Source: an optimization exercise on an open RTL-to-GDS flow (aim: small area and a short achievable clock period). Production flows keep margins and buffers that such runs may drop.
Function not checked in this run: the RTL went through the layout flow alone.
The clock cells of this run come from the design's own scripts or RTL, not from TritonCTS.
The clock port is modelled as an ideal driver, which makes a skipped or thinned clock tree look cheaper than it is; a real chip needs a root buffer or a tree.

[flow/flow/run.sh]
#!/bin/bash
# Standard layout, except: the synthesis maps with flow/abc_speed.script,
# the clock tree is flow/ctree.tcl's two-level tree, the ports get plain
# buffers, timing repair aims below the period, and the wire capacitance
# the placement-stage timing estimates use is scaled up by 1.3 (closer to
# the extracted values).
set -euo pipefail
rm -rf scripts_local
cp -r "$FLOW_HOME/scripts" scripts_local
cp flow/abc_speed.script scripts_local/abc_speed.script
sed -i 's|^log_cmd clock_tree_synthesis .*|source $::env(CTREE_TCL)|' scripts_local/cts.tcl
grep -q CTREE_TCL scripts_local/cts.tcl
python3 - "$FLOW_HOME/platforms/sky130hd/setRC.tcl" 1.3 > setRC_scaled.tcl <<'PY'
import re, sys
s = open(sys.argv[1]).read()
k = float(sys.argv[2])
print(re.sub(r'-capacitance ([0-9.Ee+-]+)', lambda m: '-capacitance %g' % (float(m.group(1)) * k), s))
PY
export LAYER_PARASITICS_FILE=$PWD/setRC_scaled.tcl
export CTREE_TCL=$PWD/flow/ctree.tcl
export CTREE_LEAF=20
export SCRIPTS_DIR=$PWD/scripts_local
export BUFFER_PORTS_ARGS="-buffer_cell sky130_fd_sc_hd__buf_2"
export SETUP_SLACK_MARGIN=10.2
bash standard.sh > standard.log 2>&1
[flow/flow/abc_speed.script]
strash
dch -f
&get -n
&nf -R 1000 -p
&put
topo
stime -c
[flow/flow/ctree.tcl]
# Two-level clock tree in place of clock_tree_synthesis: the clock port drives
# one buffer per quadrant of the clock sinks, and each of those drives the
# leaf buffers of its quadrant (at most CTREE_LEAF sinks per leaf).
set ct_block [ord::get_db_block]
set ct_dbu [$ct_block getDbUnitsPerMicron]
set ct_buf sky130_fd_sc_hd__clkbuf_16
set ct_leaf [expr {[info exists ::env(CTREE_LEAF)] ? $::env(CTREE_LEAF) : 20}]

proc ct_centroid {pts} {
  set sx 0.0; set sy 0.0
  foreach p $pts { set sx [expr {$sx + [lindex $p 1]}]; set sy [expr {$sy + [lindex $p 2]}] }
  set n [llength $pts]
  return [list [expr {$sx / $n}] [expr {$sy / $n}]]
}
# split {pin x y} items into k near-equal parts along x (idx 1) or y (idx 2)
proc ct_split {pts k idx} {
  set s [lsort -real -index $idx $pts]
  set n [llength $s]
  set out {}
  for {set i 0} {$i < $k} {incr i} {
    lappend out [lrange $s [expr {($n * $i) / $k}] [expr {($n * ($i + 1)) / $k - 1}]]
  }
  return $out
}
proc ct_span {pts idx} {
  set l [lsort -real -index $idx $pts]
  return [expr {[lindex $l end $idx] - [lindex $l 0 $idx]}]
}
proc ct_um {v} { return [expr {$v / double($::ct_dbu)}] }

set ct_sinks {}
foreach p [get_pins -of_objects [get_nets clk]] {
  lassign [[sta::sta_to_db_pin $p] getAvgXY] ok x y
  lappend ct_sinks [list $p $x $y]
}
puts "ctree: [llength $ct_sinks] clock sinks"

set ct_quads {}
foreach half [ct_split $ct_sinks 2 1] {
  foreach q [ct_split $half 2 2] { lappend ct_quads $q }
}
set qi 0
foreach q $ct_quads {
  set nleaf [expr {int(ceil([llength $q] / double($ct_leaf)))}]
  set idx [expr {[ct_span $q 1] > [ct_span $q 2] ? 1 : 2}]
  set leafxy {}
  set li 0
  foreach g [ct_split $q $nleaf $idx] {
    set pins {}
    foreach p $g { lappend pins [lindex $p 0] }
    lassign [ct_centroid $g] cx cy
    set bname "ctree_leaf_${qi}_${li}"
    insert_buffer -buffer_cell $ct_buf -net clk -load_pins $pins \
      -location [list [ct_um $cx] [ct_um $cy]] \
      -buffer_name $bname -net_name "ctree_net_leaf_${qi}_${li}"
    lappend leafxy [list x $cx $cy]
    incr li
  }
  # insert_buffer adds a number to the names: find this quadrant's leaves
  set leafpins {}
  foreach p [get_pins -of_objects [get_nets clk]] {
    if {[string match "ctree_leaf_${qi}_*" [get_full_name $p]]} { lappend leafpins $p }
  }
  lassign [ct_centroid $leafxy] cx cy
  insert_buffer -buffer_cell $ct_buf -net clk -load_pins $leafpins \
    -location [list [ct_um $cx] [ct_um $cy]] \
    -buffer_name "ctree_q_${qi}" -net_name "ctree_net_q_${qi}"
  incr qi
}
foreach net [$ct_block getNets] {
  if {[string match ctree_net_* [$net getName]]} { $net setSigType CLOCK }
}
[$ct_block findNet clk] setSigType CLOCK
set_propagated_clock [all_clocks]
puts "ctree: clock port drives [llength [get_pins -of_objects [get_nets clk]]] pins"
[flow/standard.sh]
#!/bin/bash
# synth_recipe.tcl (not shown) runs the flow's synth.tcl, then flattens the netlist and writes it again
# the make line also repeats each setting of config.mk as NAME=value (left out here)
make -C /OpenROAD-flow-scripts/flow DESIGN_CONFIG=/design/flow/config.mk WORK_HOME=/design/flow/orfs CLKGATE_MAP_FILE= SYNTH_SCRIPT=/design/flow/synth_recipe.tcl "${@:-finish}"
[flow/config.mk]
export PLATFORM = sky130hd
export DESIGN_NAME = encoder
export DESIGN_NICKNAME = encoder
export VERILOG_FILES = /design/flow/design.v
export SDC_FILE = /design/flow/constraint.sdc
export NUM_CORES = 8
export LEC_CHECK = 0
export CAP_MARGIN = 20
export CORE_MARGIN = 2
export CORE_UTILIZATION = 65
export SLEW_MARGIN = 20
[flow/constraint.sdc]
create_clock -name core_clock -period 14.0 [get_ports {clk}]
set_input_delay 2.8000 -clock core_clock [delete_from_list [all_inputs] [get_ports {clk}]]
set_output_delay 2.8000 -clock core_clock [all_outputs]
set_load 0.01 [all_outputs]
[flow/design.v]
module encoder (
    input clk,
    input rst_n,
    input [31:0] data_in,
    output logic [31:0] data_out
);
    logic [7:0] cnt;              
    logic [7:0] cnt_nxt;
    logic [1:0] u, un;
    logic [5:0] v, vn;
    assign cnt_nxt = (cnt == 8'd254) ? 8'd0 : cnt + 8'd1;
    assign u = cnt[7:6];
    assign v = cnt[5:0];
    assign un = cnt_nxt[7:6];
    assign vn = cnt_nxt[5:0];
    always_ff @(posedge clk) begin
        if (!rst_n) cnt <= 8'd254;
        else cnt <= cnt_nxt;
    end
    logic acc;
    logic [7:0] cnt_nxt2;
    assign cnt_nxt2 = (cnt_nxt == 8'd254) ? 8'd0 : cnt_nxt + 8'd1;
    always_ff @(posedge clk) begin
        if (!rst_n) acc <= 1'b1;
        else acc <= (cnt_nxt2[5:0] < 6'd59) || (cnt_nxt2[5:0] == 6'd59 && cnt_nxt2[7:6] != 2'd3);
    end
    logic [3:0][7:0] enc;
    always_ff @(posedge clk) begin
        enc[3] <= data_in[31:24];
        if (acc) enc[2:0] <= data_in[23:0];
    end
    logic [7:0] el [0:3];
    logic [7:0] cat [0:7];        
    always_comb begin
        for (int s = 0; s < 4; s++) begin
            el[s] = enc[3 - s];
            cat[s] = enc[3 - s];
            cat[s + 4] = data_in[31 - 8 * s -: 8];
        end
    end
    logic [127:0] par;            
    logic [127:0] peff;
    logic [31:0] fb;              
    logic [127:0] mp;
    logic [127:0] pnew;
    logic [3:0][7:0] rot;
    logic [3:0][7:0] rot_d;
    logic ptop_n;
    always_comb begin
        ptop_n = (vn != 6'd0) && (vn <= 6'd59);
        for (int j = 0; j < 4; j++) begin
            rot_d[j] = cat[j + 3 - un];
            if ((j == 0 && vn == 6'd0) || vn > 6'd59) rot_d[j] = 8'd0;
            if (!ptop_n) rot_d[j] = rot_d[j] ^ pnew[8 * (15 - j) +: 8];
        end
    end
    always_ff @(posedge clk) begin
        rot <= rot_d;
    end
    logic first;
    always_ff @(posedge clk) begin
        if (!rst_n) first <= 1'b0;
        else first <= (vn == 6'd0);
    end
    assign peff[127:96] = par[127:96];
    assign peff[95:0] = first ? 96'd0 : par[95:0];
    always_comb begin
        for (int e = 0; e < 4; e++)
            fb[8 * e +: 8] = peff[8 * (12 + e) +: 8] ^ rot[3 - e];
        pnew = {peff[95:0], 32'd0} ^ mp;
    end
    logic [204:0] cx;
    assign cx[0] = fb[4] ^ fb[8];
    assign cx[1] = fb[20] ^ fb[31];
    assign cx[2] = fb[3] ^ fb[21];
    assign cx[3] = fb[9] ^ fb[23];
    assign cx[4] = fb[1] ^ fb[5];
    assign cx[5] = fb[0] ^ fb[18];
    assign cx[6] = fb[19] ^ fb[30];
    assign cx[7] = fb[6] ^ fb[29];
    assign cx[8] = fb[7] ^ fb[16];
    assign cx[9] = fb[17] ^ fb[28];
    assign cx[10] = fb[10] ^ fb[24];
    assign cx[11] = fb[11] ^ fb[22];
    assign cx[12] = fb[15] ^ fb[25];
    assign cx[13] = fb[26] ^ fb[27];
    assign cx[14] = fb[13] ^ fb[14];
    assign cx[15] = fb[12] ^ cx[0];
    assign cx[16] = fb[2] ^ cx[3];
    assign cx[17] = cx[2] ^ cx[5];
    assign cx[18] = fb[2] ^ fb[9];
    assign cx[19] = cx[1] ^ cx[7];
    assign cx[20] = fb[22] ^ fb[26];
    assign cx[21] = fb[7] ^ cx[4];
    assign cx[22] = fb[2] ^ fb[23];
    assign cx[23] = fb[4] ^ fb[12];
    assign cx[24] = fb[28] ^ cx[10];
    assign cx[25] = fb[27] ^ cx[8];
    assign cx[26] = fb[29] ^ cx[6];
    assign cx[27] = fb[16] ^ cx[9];
    assign cx[28] = fb[24] ^ cx[12];
    assign cx[29] = fb[6] ^ cx[14];
    assign cx[30] = fb[10] ^ fb[18];
    assign cx[31] = fb[19] ^ fb[21];
    assign cx[32] = fb[13] ^ cx[4];
    assign cx[33] = fb[5] ^ fb[11];
    assign cx[34] = fb[6] ^ fb[14];
    assign cx[35] = fb[25] ^ cx[11];
    assign cx[36] = cx[8] ^ cx[13];
    assign cx[37] = fb[17] ^ cx[1];
    assign cx[38] = fb[31] ^ cx[7];
    assign cx[39] = fb[8] ^ fb[20];
    assign cx[40] = fb[15] ^ fb[19];
    assign cx[41] = fb[1] ^ fb[3];
    assign cx[42] = fb[30] ^ cx[2];
    assign cx[43] = fb[17] ^ cx[10];
    assign cx[44] = fb[14] ^ cx[6];
    assign cx[45] = cx[0] ^ cx[11];
    assign cx[46] = cx[5] ^ cx[9];
    assign cx[47] = fb[0] ^ cx[15];
    assign cx[48] = fb[7] ^ fb[10];
    assign cx[49] = cx[3] ^ cx[13];
    assign cx[50] = fb[18] ^ cx[2];
    assign cx[51] = fb[3] ^ cx[1];
    assign cx[52] = fb[21] ^ cx[5];
    assign cx[53] = cx[8] ^ cx[18];
    assign cx[54] = fb[4] ^ cx[16];
    assign cx[55] = cx[11] ^ cx[15];
    assign cx[56] = fb[22] ^ fb[25];
    assign cx[57] = fb[0] ^ fb[22];
    assign cx[58] = fb[15] ^ fb[27];
    assign cx[59] = fb[13] ^ fb[20];
    assign cx[60] = fb[24] ^ fb[28];
    assign cx[61] = fb[11] ^ fb[27];
    assign cx[62] = fb[8] ^ fb[12];
    assign cx[63] = fb[5] ^ fb[13];
    assign cx[64] = fb[1] ^ cx[31];
    assign cx[65] = fb[16] ^ cx[1];
    assign cx[66] = fb[31] ^ cx[0];
    assign cx[67] = cx[9] ^ cx[10];
    assign cx[68] = cx[4] ^ cx[31];
    assign cx[69] = cx[3] ^ cx[12];
    assign cx[70] = fb[11] ^ cx[17];
    assign cx[71] = cx[16] ^ cx[23];
    assign cx[72] = fb[3] ^ fb[25];
    assign cx[73] = fb[26] ^ cx[7];
    assign cx[74] = fb[20] ^ cx[22];
    assign cx[75] = fb[8] ^ cx[20];
    assign cx[76] = fb[3] ^ cx[6];
    assign cx[77] = fb[24] ^ cx[14];
    assign cx[78] = fb[5] ^ cx[7];
    assign cx[79] = fb[21] ^ cx[6];
    assign cx[80] = fb[9] ^ cx[19];
    assign cx[81] = cx[6] ^ cx[37];
    assign cx[82] = cx[15] ^ cx[33];
    assign cx[83] = fb[30] ^ cx[24];
    assign cx[84] = cx[36] ^ cx[42];
    assign cx[85] = fb[10] ^ fb[12];
    assign cx[86] = fb[1] ^ fb[14];
    assign cx[87] = fb[17] ^ fb[31];
    assign cx[88] = fb[17] ^ fb[19];
    assign cx[89] = fb[0] ^ fb[10];
    assign cx[90] = fb[11] ^ fb[15];
    assign cx[91] = fb[5] ^ fb[28];
    assign cx[92] = fb[10] ^ fb[28];
    assign cx[93] = fb[20] ^ fb[21];
    assign cx[94] = fb[29] ^ cx[30];
    assign cx[95] = cx[12] ^ cx[48];
    assign cx[96] = fb[7] ^ cx[41];
    assign cx[97] = fb[6] ^ cx[4];
    assign cx[98] = fb[16] ^ cx[12];
    assign cx[99] = fb[26] ^ cx[8];
    assign cx[100] = fb[17] ^ cx[30];
    assign cx[101] = cx[1] ^ cx[10];
    assign cx[102] = fb[2] ^ cx[7];
    assign cx[103] = cx[2] ^ cx[12];
    assign cx[104] = fb[30] ^ cx[3];
    assign cx[105] = cx[24] ^ cx[34];
    assign cx[106] = cx[18] ^ cx[32];
    assign cx[107] = cx[13] ^ cx[19];
    assign cx[108] = cx[26] ^ cx[53];
    assign cx[109] = fb[23] ^ cx[24];
    assign cx[110] = fb[24] ^ cx[27];
    assign cx[111] = cx[17] ^ cx[26];
    assign cx[112] = cx[13] ^ cx[45];
    assign cx[113] = fb[0] ^ cx[21];
    assign cx[114] = fb[5] ^ cx[29];
    assign cx[115] = fb[22] ^ cx[21];
    assign cx[116] = cx[35] ^ cx[50];
    assign cx[117] = cx[9] ^ cx[21];
    assign cx[118] = fb[23] ^ cx[28];
    assign cx[119] = fb[8] ^ cx[38];
    assign cx[120] = fb[2] ^ fb[26];
    assign cx[121] = fb[1] ^ fb[26];
    assign cx[122] = fb[23] ^ fb[30];
    assign cx[123] = fb[0] ^ fb[4];
    assign cx[124] = fb[6] ^ fb[13];
    assign cx[125] = fb[16] ^ fb[18];
    assign cx[126] = fb[4] ^ fb[21];
    assign cx[127] = fb[18] ^ fb[24];
    assign cx[128] = fb[1] ^ fb[18];
    assign cx[129] = fb[4] ^ fb[13];
    assign cx[130] = fb[29] ^ fb[31];
    assign cx[131] = fb[14] ^ fb[31];
    assign cx[132] = fb[16] ^ fb[23];
    assign cx[133] = cx[34] ^ cx[48];
    assign cx[134] = fb[4] ^ cx[34];
    assign cx[135] = cx[2] ^ cx[40];
    assign cx[136] = fb[9] ^ cx[5];
    assign cx[137] = cx[0] ^ cx[18];
    assign cx[138] = fb[30] ^ cx[11];
    assign cx[139] = cx[3] ^ cx[14];
    assign cx[140] = cx[13] ^ cx[39];
    assign cx[141] = fb[27] ^ cx[10];
    assign cx[142] = cx[5] ^ cx[20];
    assign cx[143] = fb[24] ^ cx[58];
    assign cx[144] = cx[1] ^ cx[56];
    assign cx[145] = cx[4] ^ cx[14];
    assign cx[146] = fb[22] ^ cx[22];
    assign cx[147] = fb[0] ^ cx[9];
    assign cx[148] = cx[6] ^ cx[39];
    assign cx[149] = fb[20] ^ cx[0];
    assign cx[150] = fb[2] ^ cx[11];
    assign cx[151] = cx[40] ^ cx[62];
    assign cx[152] = fb[15] ^ cx[33];
    assign cx[153] = cx[8] ^ cx[22];
    assign cx[154] = fb[7] ^ cx[13];
    assign cx[155] = cx[30] ^ cx[33];
    assign cx[156] = fb[8] ^ cx[8];
    assign cx[157] = fb[15] ^ cx[9];
    assign cx[158] = fb[2] ^ cx[5];
    assign cx[159] = fb[12] ^ cx[3];
    assign cx[160] = fb[3] ^ cx[5];
    assign cx[161] = cx[2] ^ cx[11];
    assign cx[162] = fb[28] ^ cx[30];
    assign cx[163] = cx[41] ^ cx[61];
    assign cx[164] = fb[12] ^ cx[72];
    assign cx[165] = cx[23] ^ cx[89];
    assign cx[166] = cx[27] ^ cx[101];
    assign cx[167] = fb[25] ^ cx[97];
    assign cx[168] = cx[28] ^ cx[34];
    assign cx[169] = cx[25] ^ cx[45];
    assign cx[170] = cx[26] ^ cx[37];
    assign cx[171] = cx[36] ^ cx[66];
    assign cx[172] = cx[90] ^ cx[136];
    assign cx[173] = cx[43] ^ cx[44];
    assign cx[174] = cx[10] ^ cx[15];
    assign cx[175] = cx[27] ^ cx[49];
    assign cx[176] = cx[2] ^ cx[44];
    assign cx[177] = cx[21] ^ cx[52];
    assign cx[178] = cx[35] ^ cx[68];
    assign cx[179] = cx[15] ^ cx[16];
    assign cx[180] = cx[22] ^ cx[43];
    assign cx[181] = cx[63] ^ cx[104];
    assign cx[182] = cx[35] ^ cx[46];
    assign cx[183] = fb[19] ^ cx[49];
    assign cx[184] = cx[27] ^ cx[28];
    assign cx[185] = cx[20] ^ cx[135];
    assign cx[186] = cx[12] ^ cx[29];
    assign cx[187] = fb[5] ^ cx[65];
    assign cx[188] = cx[32] ^ cx[102];
    assign cx[189] = cx[19] ^ cx[20];
    assign cx[190] = cx[38] ^ cx[96];
    assign cx[191] = cx[40] ^ cx[78];
    assign cx[192] = fb[11] ^ cx[51];
    assign cx[193] = cx[46] ^ cx[99];
    assign cx[194] = cx[6] ^ cx[17];
    assign cx[195] = cx[19] ^ cx[28];
    assign cx[196] = cx[13] ^ cx[26];
    assign cx[197] = fb[30] ^ cx[66];
    assign cx[198] = cx[32] ^ cx[165];
    assign cx[199] = cx[25] ^ cx[39];
    assign cx[200] = cx[16] ^ cx[86];
    assign cx[201] = cx[16] ^ cx[75];
    assign cx[202] = fb[26] ^ cx[29];
    assign cx[203] = cx[12] ^ cx[76];
    assign cx[204] = cx[23] ^ cx[51];
    assign mp[0] = fb[27] ^ cx[44] ^ cx[60] ^ cx[158] ^ cx[187];
    assign mp[1] = fb[1] ^ fb[19] ^ cx[19] ^ cx[103] ^ cx[147];
    assign mp[2] = fb[14] ^ fb[29] ^ cx[57] ^ cx[60] ^ cx[68] ^ cx[171];
    assign mp[3] = fb[22] ^ cx[5] ^ cx[38] ^ cx[69] ^ cx[86] ^ cx[88];
    assign mp[4] = fb[15] ^ cx[4] ^ cx[36] ^ cx[109] ^ cx[131];
    assign mp[5] = cx[61] ^ cx[102] ^ cx[184];
    assign mp[6] = fb[29] ^ fb[30] ^ cx[164] ^ cx[193];
    assign mp[7] = cx[87] ^ cx[128] ^ cx[129] ^ cx[196];
    assign mp[8] = cx[10] ^ cx[11] ^ cx[25] ^ cx[51] ^ cx[114] ^ cx[151];
    assign mp[9] = fb[11] ^ cx[8] ^ cx[9] ^ cx[15] ^ cx[29] ^ cx[69] ^ cx[93];
    assign mp[10] = fb[16] ^ cx[13] ^ cx[70] ^ cx[80] ^ cx[88];
    assign mp[11] = cx[4] ^ cx[29] ^ cx[70] ^ cx[157] ^ cx[197];
    assign mp[12] = fb[16] ^ cx[59] ^ cx[94] ^ cx[137] ^ cx[163];
    assign mp[13] = cx[10] ^ cx[18] ^ cx[27] ^ cx[33] ^ cx[47] ^ cx[176];
    assign mp[14] = fb[3] ^ cx[12] ^ cx[32] ^ cx[55] ^ cx[80] ^ cx[100];
    assign mp[15] = fb[7] ^ cx[71] ^ cx[79] ^ cx[155] ^ cx[202];
    assign mp[16] = fb[24] ^ cx[18] ^ cx[124] ^ cx[171] ^ cx[182];
    assign mp[17] = fb[14] ^ cx[94] ^ cx[117] ^ cx[164] ^ cx[183];
    assign mp[18] = fb[9] ^ fb[10] ^ fb[22] ^ cx[12] ^ cx[156] ^ cx[170];
    assign mp[19] = fb[6] ^ cx[22] ^ cx[25] ^ cx[56] ^ cx[59] ^ cx[83] ^ cx[126];
    assign mp[20] = fb[27] ^ cx[17] ^ cx[54] ^ cx[77] ^ cx[78];
    assign mp[21] = cx[0] ^ cx[105] ^ cx[115] ^ cx[203];
    assign mp[22] = fb[0] ^ cx[33] ^ cx[54] ^ cx[99] ^ cx[195];
    assign mp[23] = cx[43] ^ cx[62] ^ cx[84] ^ cx[167];
    assign mp[24] = fb[12] ^ cx[14] ^ cx[74] ^ cx[116];
    assign mp[25] = fb[23] ^ cx[15] ^ cx[77] ^ cx[185];
    assign mp[26] = cx[17] ^ cx[18] ^ cx[82] ^ cx[143];
    assign mp[27] = fb[11] ^ cx[16] ^ cx[68] ^ cx[105] ^ cx[125] ^ cx[149];
    assign mp[28] = cx[100] ^ cx[139] ^ cx[156] ^ cx[191];
    assign mp[29] = fb[17] ^ cx[133] ^ cx[148] ^ cx[172];
    assign mp[30] = cx[1] ^ cx[8] ^ cx[64] ^ cx[85] ^ cx[172];
    assign mp[31] = fb[12] ^ cx[43] ^ cx[59] ^ cx[64] ^ cx[150];
    assign mp[32] = cx[17] ^ cx[24] ^ cx[25] ^ cx[149];
    assign mp[33] = fb[9] ^ fb[29] ^ cx[0] ^ cx[110] ^ cx[178];
    assign mp[34] = cx[9] ^ cx[56] ^ cx[78] ^ cx[84] ^ cx[179];
    assign mp[35] = fb[16] ^ fb[17] ^ fb[21] ^ cx[181] ^ cx[189];
    assign mp[36] = cx[51] ^ cx[57] ^ cx[110] ^ cx[122] ^ cx[134];
    assign mp[37] = fb[4] ^ fb[29] ^ cx[87] ^ cx[118] ^ cx[177];
    assign mp[38] = fb[2] ^ cx[6] ^ cx[75] ^ cx[125] ^ cx[167];
    assign mp[39] = fb[3] ^ fb[6] ^ fb[19] ^ cx[16] ^ cx[37] ^ cx[154];
    assign mp[40] = fb[28] ^ cx[3] ^ cx[40] ^ cx[61] ^ cx[113] ^ cx[204];
    assign mp[41] = cx[47] ^ cx[92] ^ cx[93] ^ cx[188];
    assign mp[42] = fb[28] ^ cx[14] ^ cx[19] ^ cx[47] ^ cx[58] ^ cx[79] ^ cx[146];
    assign mp[43] = fb[21] ^ fb[27] ^ cx[14] ^ cx[26] ^ cx[55];
    assign mp[44] = fb[0] ^ cx[6] ^ cx[41] ^ cx[77] ^ cx[169];
    assign mp[45] = fb[14] ^ cx[1] ^ cx[4] ^ cx[16] ^ cx[47] ^ cx[184];
    assign mp[46] = cx[73] ^ cx[100] ^ cx[103] ^ cx[106];
    assign mp[47] = cx[76] ^ cx[112] ^ cx[133] ^ cx[158];
    assign mp[48] = fb[5] ^ cx[25] ^ cx[42] ^ cx[55] ^ cx[109] ^ cx[130];
    assign mp[49] = cx[23] ^ cx[27] ^ cx[35] ^ cx[38] ^ cx[181];
    assign mp[50] = cx[29] ^ cx[50] ^ cx[110] ^ cx[112];
    assign mp[51] = fb[9] ^ fb[31] ^ cx[70] ^ cx[98] ^ cx[173];
    assign mp[52] = cx[111] ^ cx[117] ^ cx[118] ^ cx[140];
    assign mp[53] = fb[1] ^ cx[6] ^ cx[52] ^ cx[56] ^ cx[60] ^ cx[107] ^ cx[137];
    assign mp[54] = fb[8] ^ cx[2] ^ cx[16] ^ cx[21] ^ cx[92] ^ cx[144] ^ cx[196];
    assign mp[55] = cx[11] ^ cx[42] ^ cx[54] ^ cx[92] ^ cx[107];
    assign mp[56] = fb[13] ^ cx[10] ^ cx[52] ^ cx[55] ^ cx[65] ^ cx[122];
    assign mp[57] = cx[77] ^ cx[87] ^ cx[159] ^ cx[178];
    assign mp[58] = fb[11] ^ fb[21] ^ cx[120] ^ cx[168] ^ cx[197];
    assign mp[59] = cx[0] ^ cx[59] ^ cx[69] ^ cx[84] ^ cx[155];
    assign mp[60] = cx[5] ^ cx[114] ^ cx[148] ^ cx[175];
    assign mp[61] = fb[7] ^ fb[8] ^ fb[14] ^ cx[9] ^ cx[30] ^ cx[58] ^ cx[64] ^ cx[80];
    assign mp[62] = fb[15] ^ fb[21] ^ cx[11] ^ cx[39] ^ cx[108] ^ cx[162];
    assign mp[63] = cx[3] ^ cx[85] ^ cx[161] ^ cx[170];
    assign mp[64] = cx[9] ^ cx[116] ^ cx[199] ^ cx[200];
    assign mp[65] = cx[27] ^ cx[71] ^ cx[94] ^ cx[185];
    assign mp[66] = fb[25] ^ cx[24] ^ cx[108] ^ cx[126] ^ cx[145];
    assign mp[67] = fb[15] ^ cx[49] ^ cx[83] ^ cx[119] ^ cx[177];
    assign mp[68] = cx[19] ^ cx[50] ^ cx[132] ^ cx[173];
    assign mp[69] = fb[7] ^ cx[28] ^ cx[45] ^ cx[52] ^ cx[81];
    assign mp[70] = fb[25] ^ cx[65] ^ cx[68] ^ cx[142] ^ cx[159];
    assign mp[71] = fb[16] ^ cx[57] ^ cx[64] ^ cx[124] ^ cx[140] ^ cx[180];
    assign mp[72] = fb[1] ^ fb[7] ^ cx[47] ^ cx[88] ^ cx[161] ^ cx[168];
    assign mp[73] = cx[21] ^ cx[28] ^ cx[59] ^ cx[71] ^ cx[142];
    assign mp[74] = fb[15] ^ cx[55] ^ cx[63] ^ cx[154] ^ cx[180];
    assign mp[75] = cx[3] ^ cx[31] ^ cx[46] ^ cx[115] ^ cx[129] ^ cx[143];
    assign mp[76] = fb[29] ^ cx[17] ^ cx[48] ^ cx[74] ^ cx[82] ^ cx[157];
    assign mp[77] = fb[9] ^ fb[16] ^ cx[7] ^ cx[32] ^ cx[55] ^ cx[194];
    assign mp[78] = fb[10] ^ cx[29] ^ cx[71] ^ cx[81] ^ cx[115];
    assign mp[79] = cx[17] ^ cx[29] ^ cx[101] ^ cx[152] ^ cx[153];
    assign mp[80] = cx[36] ^ cx[71] ^ cx[91] ^ cx[203];
    assign mp[81] = fb[3] ^ cx[63] ^ cx[67] ^ cx[107] ^ cx[123];
    assign mp[82] = fb[24] ^ cx[70] ^ cx[73] ^ cx[151] ^ cx[200];
    assign mp[83] = fb[0] ^ cx[20] ^ cx[32] ^ cx[39] ^ cx[109];
    assign mp[84] = cx[21] ^ cx[47] ^ cx[60] ^ cx[73] ^ cx[90] ^ cx[176];
    assign mp[85] = fb[30] ^ cx[23] ^ cx[25] ^ cx[57] ^ cx[106] ^ cx[195];
    assign mp[86] = fb[25] ^ fb[31] ^ cx[22] ^ cx[42] ^ cx[67] ^ cx[113] ^ cx[202];
    assign mp[87] = fb[2] ^ fb[14] ^ fb[18] ^ cx[28] ^ cx[112] ^ cx[190];
    assign mp[88] = cx[2] ^ cx[22] ^ cx[75] ^ cx[105] ^ cx[187];
    assign mp[89] = fb[17] ^ cx[2] ^ cx[7] ^ cx[69] ^ cx[169];
    assign mp[90] = cx[23] ^ cx[34] ^ cx[37] ^ cx[42] ^ cx[53] ^ cx[127];
    assign mp[91] = fb[4] ^ fb[19] ^ cx[74] ^ cx[186] ^ cx[193];
    assign mp[92] = cx[25] ^ cx[38] ^ cx[40] ^ cx[67] ^ cx[128] ^ cx[146];
    assign mp[93] = fb[7] ^ fb[11] ^ cx[26] ^ cx[46] ^ cx[72] ^ cx[74];
    assign mp[94] = fb[24] ^ cx[1] ^ cx[15] ^ cx[111] ^ cx[121];
    assign mp[95] = fb[4] ^ fb[27] ^ cx[79] ^ cx[106] ^ cx[144];
    assign mp[96] = fb[7] ^ fb[9] ^ fb[30] ^ cx[20] ^ cx[47] ^ cx[60] ^ cx[114];
    assign mp[97] = cx[14] ^ cx[69] ^ cx[113] ^ cx[119] ^ cx[141];
    assign mp[98] = cx[98] ^ cx[150] ^ cx[198];
    assign mp[99] = cx[54] ^ cx[96] ^ cx[138] ^ cx[147];
    assign mp[100] = cx[5] ^ cx[14] ^ cx[83] ^ cx[190] ^ cx[201];
    assign mp[101] = cx[26] ^ cx[54] ^ cx[95] ^ cx[131] ^ cx[163];
    assign mp[102] = cx[83] ^ cx[120] ^ cx[152] ^ cx[204];
    assign mp[103] = fb[13] ^ fb[25] ^ fb[27] ^ cx[2] ^ cx[38] ^ cx[82];
    assign mp[104] = fb[20] ^ cx[35] ^ cx[43] ^ cx[108] ^ cx[160];
    assign mp[105] = fb[25] ^ cx[70] ^ cx[81] ^ cx[121] ^ cx[132] ^ cx[174];
    assign mp[106] = cx[84] ^ cx[130] ^ cx[198];
    assign mp[107] = fb[19] ^ cx[0] ^ cx[25] ^ cx[72] ^ cx[80] ^ cx[145] ^ cx[162];
    assign mp[108] = cx[20] ^ cx[50] ^ cx[91] ^ cx[98] ^ cx[134];
    assign mp[109] = fb[17] ^ fb[23] ^ cx[0] ^ cx[36] ^ cx[57] ^ cx[191];
    assign mp[110] = cx[46] ^ cx[97] ^ cx[104] ^ cx[199];
    assign mp[111] = fb[18] ^ cx[53] ^ cx[64] ^ cx[67] ^ cx[119];
    assign mp[112] = cx[8] ^ cx[35] ^ cx[73] ^ cx[76] ^ cx[139] ^ cx[174];
    assign mp[113] = fb[30] ^ cx[14] ^ cx[37] ^ cx[49] ^ cx[82] ^ cx[95];
    assign mp[114] = fb[22] ^ cx[25] ^ cx[66] ^ cx[91] ^ cx[111] ^ cx[118];
    assign mp[115] = cx[14] ^ cx[85] ^ cx[117] ^ cx[192];
    assign mp[116] = cx[95] ^ cx[194] ^ cx[201];
    assign mp[117] = cx[41] ^ cx[45] ^ cx[65] ^ cx[89] ^ cx[183];
    assign mp[118] = cx[4] ^ cx[61] ^ cx[67] ^ cx[93] ^ cx[179];
    assign mp[119] = cx[7] ^ cx[18] ^ cx[24] ^ cx[62] ^ cx[63] ^ cx[116];
    assign mp[120] = fb[13] ^ cx[25] ^ cx[54] ^ cx[81] ^ cx[103];
    assign mp[121] = fb[4] ^ fb[5] ^ fb[14] ^ cx[17] ^ cx[20] ^ cx[166];
    assign mp[122] = fb[8] ^ cx[19] ^ cx[32] ^ cx[53] ^ cx[138] ^ cx[160];
    assign mp[123] = fb[1] ^ fb[12] ^ fb[20] ^ cx[141] ^ cx[186];
    assign mp[124] = cx[44] ^ cx[123] ^ cx[175] ^ cx[192];
    assign mp[125] = fb[29] ^ cx[4] ^ cx[23] ^ cx[52] ^ cx[58] ^ cx[166];
    assign mp[126] = cx[79] ^ cx[182] ^ cx[188];
    assign mp[127] = cx[41] ^ cx[44] ^ cx[62] ^ cx[127] ^ cx[153] ^ cx[189];
    always_ff @(posedge clk) begin
        par <= pnew;
    end
    logic [3:0] msg;
    logic [7:0] tw [0:19];
    logic [31:0] dnext;
    always_comb begin
        for (int i = 0; i < 4; i++) tw[i] = par[8 * (15 - i) +: 8];
        for (int i = 0; i < 16; i++) tw[i + 4] = pnew[8 * (15 - i) +: 8];
        for (int s = 0; s < 4; s++) begin
            msg[s] = (v <= 6'd58) || (v == 6'd59 && s < 3 - u) || (v == 6'd63 && s >= 3 - u);
            dnext[31 - 8 * s -: 8] = msg[s] ? el[s] : tw[s + u + 1];
        end
    end
    always_ff @(posedge clk) begin
        data_out <= dnext;
    end
endmodule
==> out/qor.json <==
{
  "cells_and_area": {
    "final_core_util_pct": 76.32,
    "layout.cells.most_common": "sky130_fd_sc_hd__xnor2_1",
    "drive_above_1_share_pct": 13.78,
    "diode_insertion_count_for_antenna_repair": 0,
    "final_cell_area_um2": 17860,
    "area_growth_synth_to_finish_pct": 15.71,
    "nets": 1819,
    "final-instance-count-excl-fill": 2097,
    "mostFrequentLayoutCells": "sky130_fd_sc_hd__xnor2_1, sky130_fd_sc_hd__dfxtp_1, sky130_fd_sc_hd__xor2_1"
  },
  "yosys": {
    "ys_warn_count": 4,
    "netlist_area_um2": 15440,
    "synth_nets": 1634,
    "synth_seq_cells": 234,
    "synth.lib_cells_used.distinct": 36,
    "syn_area_per_cell_um2": 9.678,
    "edff_count_synth": 24,
    "yosysSeqAreaShare_pct": 31.90,
    "synthesis.instances": 1595,
    "async_reset_ff_share_pct": 0,
    "yosys_most_used_dff": "sky130_fd_sc_hd__dfxtp_1"
  },
  "detailed_routing": {
    "detail_route.wirelength_um": 57470,
    "detailedRoute.firstIterationViolations": 1954,
    "count_of_nets_left_with_antenna_violations_after_detail_routing": 0,
    "wire_per_inst_um": 27.41,
    "avgViaCountPerCell": 6.194,
    "drc": 0,
    "pre_antenna_drt_iters": 11,
    "vias": 12990
  },
  "global_route": {
    "grt_pass1_wl_um": 82090,
    "grtUsageTotal_pct": 45.48,
    "grt_overflow_total": 0,
    "grt_max_degree": 47,
    "via_count_of_the_first_global_routing_pass": 12630,
    "grt_antenna_before_repair": 0
  },
  "setup_path": {
    "worstSetupEndpointType": "output port",
    "crit_path_max_incr_delay_ns": 0.36,
    "kind_of_critical_path": "reg -> out",
    "cp_max_fo": 1,
    "worstPathBufferInverterCount": 1,
    "crit_slowest_cell": "sky130_fd_sc_hd__dfxtp_1",
    "crit_path_cell_trace": "buf_2",
    "cpLargestDelayFamily": "flip-flops",
    "setup.worst_path.start_class": "flip-flop",
    "cp.arrival_ns": 0.79,
    "critPathRequiredTime_ns": 11.20
  },
  "floorplan": {
    "std_cell_rows": 56,
    "pin_count": 66,
    "design.core.area_um2": 23400,
    "die_h_um": 158.1,
    "floorplan.initialDensity_pct": 65.96,
    "die_x_um": 158.1,
    "die_area_um2": 25000
  },
  "timing": {
    "worst_clock_skew_ns": 0.03131,
    "maxClockFrequency_ghz": 0.2782,
    "timing.final.crit_period_ns": 3.595,
    "slew_headroom_pct": 31.02,
    "finalHoldViolCount": 0,
    "timing.final.ws_setup_ns": 10.41,
    "min_period_over_period_pct": 25.68,
    "grt_setup_unrepaired": "no",
    "setup-violations-final": 0,
    "totalNegativeSetupSlack_ns": 0,
    "drv_slew": 0,
    "holdWs_ns": 0.4598,
    "max_slew.worst_pin.slew_ns": 1.031
  },
  "place": {
    "detailedPlacementHpwl_um": 42240,
    "gp_routability_congestion": 1.098,
    "port_buffers": 65,
    "pre_cts_ws_ns": 10.18,
    "place_inst": 2070,
    "placement.cell_area_um2": 17070
  },
  "cts": {
    "clkLatencyLatePin_ns": 0.31,
    "path_clk_slew_ns": 0.09
  },
  "job": {
    "max-cap-violations": 0
  },
  "outcome": {
    "run_status": "finished clean"
  },
  "min_path": {
    "hp-class": "reg -> reg"
  }
}
==> worst reg2reg max path, cell delays in order (launching register included) <==
cell	delay, ns
sky130_fd_sc_hd__dfxtp_1	0.48
sky130_fd_sc_hd__xnor2_2	0.15
sky130_fd_sc_hd__buf_4	0.33
sky130_fd_sc_hd__xor2_1	0.17
sky130_fd_sc_hd__buf_4	0.28
sky130_fd_sc_hd__xnor2_2	0.21
sky130_fd_sc_hd__buf_6	0.23
sky130_fd_sc_hd__xnor2_2	0.15
sky130_fd_sc_hd__xnor2_1	0.40
sky130_fd_sc_hd__xnor2_2	0.19
sky130_fd_sc_hd__xnor2_2	0.25
sky130_fd_sc_hd__a221oi_1	0.42
sky130_fd_sc_hd__nor2_1	0.07
==> synthesized netlist by cell type, types with 2 or more instances <==
| cell | instances | share of area [%] |
|---|---|---|
| sky130_fd_sc_hd__xnor2_1 | 688 | 39 |
| sky130_fd_sc_hd__dfxtp_1 | 210 | 27 |
| sky130_fd_sc_hd__xor2_1 | 199 | 11 |
| sky130_fd_sc_hd__nand2_1 | 102 | 2.5 |
| sky130_fd_sc_hd__nor2_1 | 71 | 1.7 |
| sky130_fd_sc_hd__nor2b_1 | 56 | 2.3 |
| sky130_fd_sc_hd__a21oi_1 | 45 | 1.5 |
| sky130_fd_sc_hd__nand2b_1 | 44 | 1.8 |
| sky130_fd_sc_hd__a222oi_1 | 29 | 1.9 |
| sky130_fd_sc_hd__a221oi_1 | 28 | 1.6 |
| sky130_fd_sc_hd__edfxtp_1 | 24 | 4.7 |
| sky130_fd_sc_hd__o21ai_0 | 20 | 0.65 |
| sky130_fd_sc_hd__a22oi_1 | 14 | 0.68 |
| sky130_fd_sc_hd__a21boi_0 | 7 | 0.34 |
| sky130_fd_sc_hd__a221o_1 | 7 | 0.45 |
| sky130_fd_sc_hd__a31oi_1 | 5 | 0.20 |
| sky130_fd_sc_hd__clkinv_1 | 5 | 0.12 |
| sky130_fd_sc_hd__ha_1 | 5 | 0.41 |
| sky130_fd_sc_hd__nand3_1 | 5 | 0.16 |
| sky130_fd_sc_hd__and2_0 | 4 | 0.16 |
| sky130_fd_sc_hd__o2111ai_1 | 4 | 0.23 |
| sky130_fd_sc_hd__and3_1 | 3 | 0.12 |
| sky130_fd_sc_hd__and4_1 | 3 | 0.17 |
| sky130_fd_sc_hd__a22o_1 | 2 | 0.11 |
| sky130_fd_sc_hd__nand4_1 | 2 | 0.081 |
| sky130_fd_sc_hd__nor3_1 | 2 | 0.065 |
| sky130_fd_sc_hd__or2_0 | 2 | 0.081 |
==> final timing paths <==
| check | startpoint | slack, ns | end | cells past startpoint |
|---|---|---|---|---|
| hold / removal | enc[27] | 0.46 | data_out[27] | 2 |
| hold reg to reg | enc[27] | 0.46 | data_out[27] | 2 |
| setup reg to reg | par[96] | 10.54 | data_out[2] | 12 |
| setup / recovery | data_out[30] | 10.41 | data_out[30] | 1 |
==> area by class of cell, clock buffers not listed <==
type | count | area, µm²
fill | 1725 | 5542
tap | 319 | 399.1
sequential | 234 | 4926
inverter | 5 | 18.77
multi-input combinational | 1357 | 11010
timing repair buffer | 166 | 1104
==> repair_timing <==
action / CTS / global route
gates resized for setup: 12 / 25
setup endpoints to repair: 34 / 44
buffers inserted: 0 / 10
hold buffers: 0 / 0
cloned: 0 / 1
pin swaps: 0 / 2
==> logic make-up after synthesis <==
kind of cell             Yosys count  synth area share (%)
XOR/XNOR                         888                 50.47
AND/OR/NAND/NOR                  297                 9.265
flip-flops                       234                 31.90
AO/OA/AOI/OAI                    166                 7.830
buffers and inverters              5                0.1216
adder cells (fa/ha/maj)            5                0.4053
==> sequential cells by signal (all words and copies together) (netlist names) <==
signal and cells:
rot 32, enc 32, first 1, par 128, data_out 32, cnt 8, acc 1
==> per-layer routing <==
layer	routed length (µm)	global-route usage (%)	vias to the layer above
li1	-	-	5576
met1	20730	56.87	6090
met2	25550	72.82	1052
met3	6373	7.063	271
met4	4817	30.03	0
met5	0	0	-

what the ideal ports hide:
How much do the figures lean on ideal ports? The routed layout below was timed once more, with nothing changed but the port constraints.
Step 1 sets driving cells, clkbuf_16 on the clock port and buf_2 on the other inputs (assumed; they add their load-dependent delay and slew).
Step 2 times the ports against the registers' clock, not the clock port: input delays grow and output delays shrink by t, the midpoint of the rising clock arrivals with the driver on.
Three values: ideal ports, drivers, drivers and shift; two values: the first two.
shift t [ns]: 0.410
setup WS [ns]: 10.405 / 10.293 / 10.281
worst hold slack (ns): 0.460 / 0.460 / 0.460
clock arrival spread, ns: 0.032 / 0.032
worst register clock-pin slew, ns: 0.09 / 0.09
After both steps setup and hold are still met in this run. For this run, drivers alone change the setup slack by -0.112 ns; drivers and shift together by -0.124 ns.
